Background: an optimization exercise with open tools, aiming at small area. Do not read the settings as production practice. Only simulation tests tie the RTL to the original design; equivalence was not proved. No activity file was given, so power comes from the tool's default toggle rates.

## old
==> module LCM_controller, before the edit <==
module LCM_controller
(
    input       CLOCK_50,
    input       rst_n,
    input       [31:0]data_I,
    output      LCD_RS,
    output      LCD_RW,
    output      LCD_EN,
    output reg  [7:0]LCD_DATA,
    output      LCD_ON,
    output      LCD_BLON,
    output      clear_sig_O
);
reg     init_stage;
reg     [7:0]ms_cnt;
reg     [15:0]covert_ns2ms;
wire    ms_end = &{covert_ns2ms[15:14], covert_ns2ms[9:8], covert_ns2ms[6], covert_ns2ms[4]};
wire    lo = (covert_ns2ms[15:5] == 11'd0);
wire    [4:0]t = covert_ns2ms[4:0];
wire    c01 = lo & (t[4:1] == 4'd0);         
wire    c1 = c01 & t[0];
always @(posedge CLOCK_50 or negedge rst_n)begin
    if(!rst_n)begin
        covert_ns2ms <= 16'd0;
        init_stage <= 1'b0;
        ms_cnt <= 8'd0;
    end
    else begin
        covert_ns2ms <= ms_end ? 17'd0 : covert_ns2ms + 17'd1;
        if(ms_end)
            ms_cnt <= ms_cnt + 8'd1;
        else if(c1)begin
            if(init_stage)begin
                if(ms_cnt == 8'hff)
                    ms_cnt <= 8'h0;
            end
            else if(ms_cnt == 8'h26)begin
                ms_cnt <= 8'h0;
                init_stage <= 1'b1;
            end
        end
    end
end
wire    s0 = init_stage & (ms_cnt == 8'h00);
reg     active, cmd;
always @(*)begin
    if(init_stage)begin
        active = ~ms_cnt[0] & (ms_cnt[7:6] == 2'b00) & ~(ms_cnt[5] & ms_cnt[4]);
        cmd    = (ms_cnt == 8'h00) | (ms_cnt == 8'h02) | (ms_cnt == 8'h18);
    end
    else begin
        case(ms_cnt)
            8'h11, 8'h1a, 8'h1c, 8'h1e, 8'h20, 8'h22, 8'h24: active = 1'b1;
            default: active = 1'b0;
        endcase
        cmd = 1'b1;
    end
end
reg     rs_win, en_win;
always @(*)begin
    case({s0, t})
        6'd2, 6'd3, 6'd4, 6'd5, 6'd6, 6'd7, 6'd8, 6'd9, 6'd10,
        6'd11, 6'd12, 6'd13, 6'd14, 6'd15, 6'd16, 6'd17, 6'd18, 6'd19,
        6'd35, 6'd36, 6'd37, 6'd38, 6'd39, 6'd40, 6'd41, 6'd42, 6'd43,
        6'd44, 6'd45, 6'd46, 6'd47, 6'd48, 6'd49, 6'd50, 6'd51, 6'd52: rs_win = 1'b1;
        default: rs_win = 1'b0;
    endcase
    case({s0, t})
        6'd5, 6'd6, 6'd7, 6'd8, 6'd9, 6'd10, 6'd11, 6'd12, 6'd13,
        6'd14, 6'd15, 6'd16, 6'd17,
        6'd38, 6'd39, 6'd40, 6'd41, 6'd42, 6'd43, 6'd44, 6'd45, 6'd46,
        6'd47, 6'd48, 6'd49, 6'd50: en_win = 1'b1;
        default: en_win = 1'b0;
    endcase
end
wire    wr     = active & lo & (s0 ? (t == 5'd10) : (t == 5'd9));
assign  LCD_RS = ~(active & cmd & lo & rs_win);
assign  LCD_EN = active & lo & en_win;
assign  LCD_RW = 1'b0;
assign  LCD_ON = 1'b1;
assign  LCD_BLON = 1'b1;
wire    ge30 = (ms_cnt[7:6] != 2'b00) | (ms_cnt[5] & ms_cnt[4]);
assign  clear_sig_O = c01 ? ge30
                          : ((ge30 | (ms_cnt == 8'h2f)) & (ms_cnt != 8'hff));
reg     [3:0]nib;
always @(*)begin
    case(ms_cnt[4:1])
        4'hd: nib = data_I[3:0];
        4'he: nib = data_I[7:4];
        4'h0: nib = data_I[11:8];
        4'h1: nib = data_I[15:12];
        4'h3: nib = data_I[19:16];
        4'h4: nib = data_I[23:20];
        4'h6: nib = data_I[27:24];
        4'h7: nib = data_I[31:28];
        default: nib = 4'h0;
    endcase
end
reg     [7:0]hex;
always @(*)begin
    case(nib)
        4'ha: hex = 8'h41;
        4'hb: hex = 8'h42;
        4'hc: hex = 8'h43;
        4'hd: hex = 8'h44;
        4'he: hex = 8'h45;
        4'hf: hex = 8'h46;
        default: hex = {4'h3, nib};
    endcase
end
reg     [7:0]val;
always @(*)begin
    if(!init_stage)begin
        case(ms_cnt[3:0])
            4'he:    val = 8'h38;    
            4'h0:    val = 8'h08;    
            4'h2:    val = 8'h01;    
            4'h4:    val = 8'h06;    
            default: val = 8'h30;    
        endcase
    end
    else begin
        case(ms_cnt[5:1])
            5'd0:  val = 8'h0c;
            5'd1:  val = 8'h83;
            5'd2:  val = 8'h49;
            5'd3:  val = 8'h52;
            5'd4:  val = 8'h20;
            5'd5:  val = 8'h44;
            5'd6:  val = 8'h45;
            5'd7:  val = 8'h43;
            5'd8:  val = 8'h4f;
            5'd9:  val = 8'h44;
            5'd10: val = 8'h45;
            5'd11: val = 8'h52;
            5'd12: val = 8'hc3;
            5'd15, 5'd18, 5'd21: val = 8'h2d;
            default: val = hex;
        endcase
    end
end
always @(posedge CLOCK_50 or negedge rst_n)begin
    if(!rst_n)
        LCD_DATA <= 8'd0;
    else if(wr)
        LCD_DATA <= val;
end
endmodule
==> flow/config.mk <==
export PLATFORM = sky130hd
export DESIGN_NAME = lab3
export DESIGN_NICKNAME = lab3
export VERILOG_FILES = /design/flow/design.v
export SDC_FILE = /design/flow/constraint.sdc
export NUM_CORES = 4
export LEC_CHECK = 0
export CAP_MARGIN = 20
export CORE_MARGIN = 2
export CORE_UTILIZATION = 40
export CTS_BUF_LIST = sky130_fd_sc_hd__clkbuf_8
export SLEW_MARGIN = 20
==> flow/constraint.sdc <==
create_clock -name core_clock -period 20.0 [get_ports {CLOCK_50}]
set_input_delay 4.0000 -clock core_clock [delete_from_list [all_inputs] [get_ports {CLOCK_50}]]
set_output_delay 4.0000 -clock core_clock [all_outputs]
set_load 0.01 [all_outputs]
standard.sh (not shown) runs the stock make flow with config.mk's settings and CLKGATE_MAP_FILE= SYNTH_SCRIPT=/design/flow/synth_recipe.tcl, a recipe that flattens the netlist after the stock synthesis.
==> flow/flow/run.sh <==
#!/bin/bash
# Own layout flow: the standard flow (standard.sh) with these changes.
#  Synthesis: ORFS's full/half-adder extraction is skipped (ADDER_MAP_FILE
#  empty) and ABC maps with an area script. Eight area scripts (flow/abc_*.script: deepsyn with fixed seeds and step
#  limits) are tried, each in its own copy of ORFS's scripts folder that differs
#  only in abc_area.script and its own ORFS work folder; the run with the
#  smallest synthesised cell area becomes the layout's synthesis.
#  Placement: port buffers are sky130_fd_sc_hd__buf_1.
#  CTS: clkbuf_8 buffers (as config.mk), without dummy loads.
# Every step is otherwise standard.sh's. Each tool run logs to its own file
# in the work folder (synth_<x>.log, layout.log).
set -euo pipefail
W=$(pwd)
VARIANTS="s1 s2 s3 d1 s4 s5 s6 d2"
synth_variant() {
  local v=$1
  rm -rf "$W/scripts_$v" "$W/orfs_$v"
  cp -rp "$FLOW_HOME/scripts" "$W/scripts_$v"
  cp "$W/flow/abc_$v.script" "$W/scripts_$v/abc_area.script"
  sed "s#$W/orfs#$W/orfs_$v#g" "$W/standard.sh" > "$W/standard_$v.sh"
  bash "$W/standard_$v.sh" SCRIPTS_DIR="$W/scripts_$v" ABC_AREA=1 ADDER_MAP_FILE= synth > "$W/synth_$v.log" 2>&1 || true
}
# two batches of four, one CPU each
for v in s1 s2 s3 d1; do synth_variant $v & done
wait
for v in s4 s5 s6 d2; do synth_variant $v & done
wait
best=""
best_area=""
for v in $VARIANTS; do
  stat="$W/orfs_$v/reports/sky130hd/lab3/base/synth_stat.txt"
  [[ -f "$stat" && -f "$W/orfs_$v/results/sky130hd/lab3/base/1_synth.odb" ]] || continue
  a=$(grep "Chip area for module" "$stat" | tail -1 | awk '{print $NF}')
  echo "variant $v: synthesised area $a" >> "$W/synth_choice.log"
  if [[ -z "$best" ]] || awk -v a="$a" -v b="$best_area" 'BEGIN{exit !(a < b)}'; then
    best=$v; best_area=$a
  fi
done
echo "chosen: $best ($best_area)" >> "$W/synth_choice.log"
rm -rf "$W/orfs"
mv "$W/orfs_$best" "$W/orfs"
for v in $VARIANTS; do rm -rf "$W/orfs_$v" "$W/scripts_$v"; done
bash standard.sh "BUFFER_PORTS_ARGS=-buffer_cell sky130_fd_sc_hd__buf_1" \
  "CTS_ARGS=-sink_clustering_enable -repair_clock_nets -buf_list sky130_fd_sc_hd__clkbuf_8 -dont_use_dummy_load" \
  finish > "$W/layout.log" 2>&1
Other scripts of this flow, unchanged in this note and not shown: flow/flow/abc_d1.script, flow/flow/abc_d2.script, flow/flow/abc_s1.script, flow/flow/abc_s2.script, flow/flow/abc_s3.script, flow/flow/abc_s4.script, flow/flow/abc_s5.script, flow/flow/abc_s6.script
Inputs modified between old and new:
--- a/flow/design.v
+++ b/flow/design.v
@@ -366,13 +366,13 @@
 reg     [7:0]val;
 always @(*)begin
     if(!init_stage)begin
-        case(ms_cnt[3:0])
-            4'he:    val = 8'h38;    
-            4'h0:    val = 8'h08;    
-            4'h2:    val = 8'h01;    
-            4'h4:    val = 8'h06;    
-            default: val = 8'h30;    
-        endcase
+        val[7:6] = 2'b00;
+        val[5]   = ms_cnt[3] | ms_cnt[0];
+        val[4]   = ms_cnt[3] | ms_cnt[0];
+        val[3]   = ~(ms_cnt[3] ^ ms_cnt[2]) & ~(ms_cnt[2] ^ ms_cnt[1]) & ~ms_cnt[0];
+        val[2]   = ms_cnt[2] & ~ms_cnt[3];
+        val[1]   = ms_cnt[2] & ~ms_cnt[3];
+        val[0]   = ms_cnt[1] & ~ms_cnt[2] & ~ms_cnt[3];
     end
     else begin
         case(ms_cnt[5:1])
Notes after the runs:
Status: final core area utilization parity (old, new). The post-layout total power of new is lower than that of old. Global-route wire length before repair in new vs old: down 1.2%. Measured against each other, old and new differ in final weighted congestion in routability-driven placement, the higher figure coming from old. Changes observed in new relative to old: combined area of all synthesized cells now sits higher; register area share after synthesis has decreased; largest stage delay on the critical path -0.13 ns.

-- static timing again, ports no longer ideal --
The flow's constraints put no driver on any port. The routed layouts listed below were extracted and timed again, unchanged, in two steps.
Step 1 assumes that a clkbuf_16 drives the clock port and a buf_2 every other input.
Step 2 moves the port delays by t, midway between the first and last clock arrival at a register: inputs arrive t later, outputs are due t later. That takes back most of the time a late clock gives input paths.
Three values: ideal, step 1, step 2; two values: the first two.
run | shift t [ns] | slack for setup (ns) | slew at the worst register clock pin (ns)
old | 0.468 | 10.998 / 10.975 / 10.975 | 0.09 / 0.09
new | 0.472 | 11.247 / 11.225 / 11.225 | 0.08 / 0.08
After both steps every run listed still meets setup and hold. For old, which loses most, drivers alone change the setup slack by -0.023 ns; drivers and shift together by -0.023 ns.
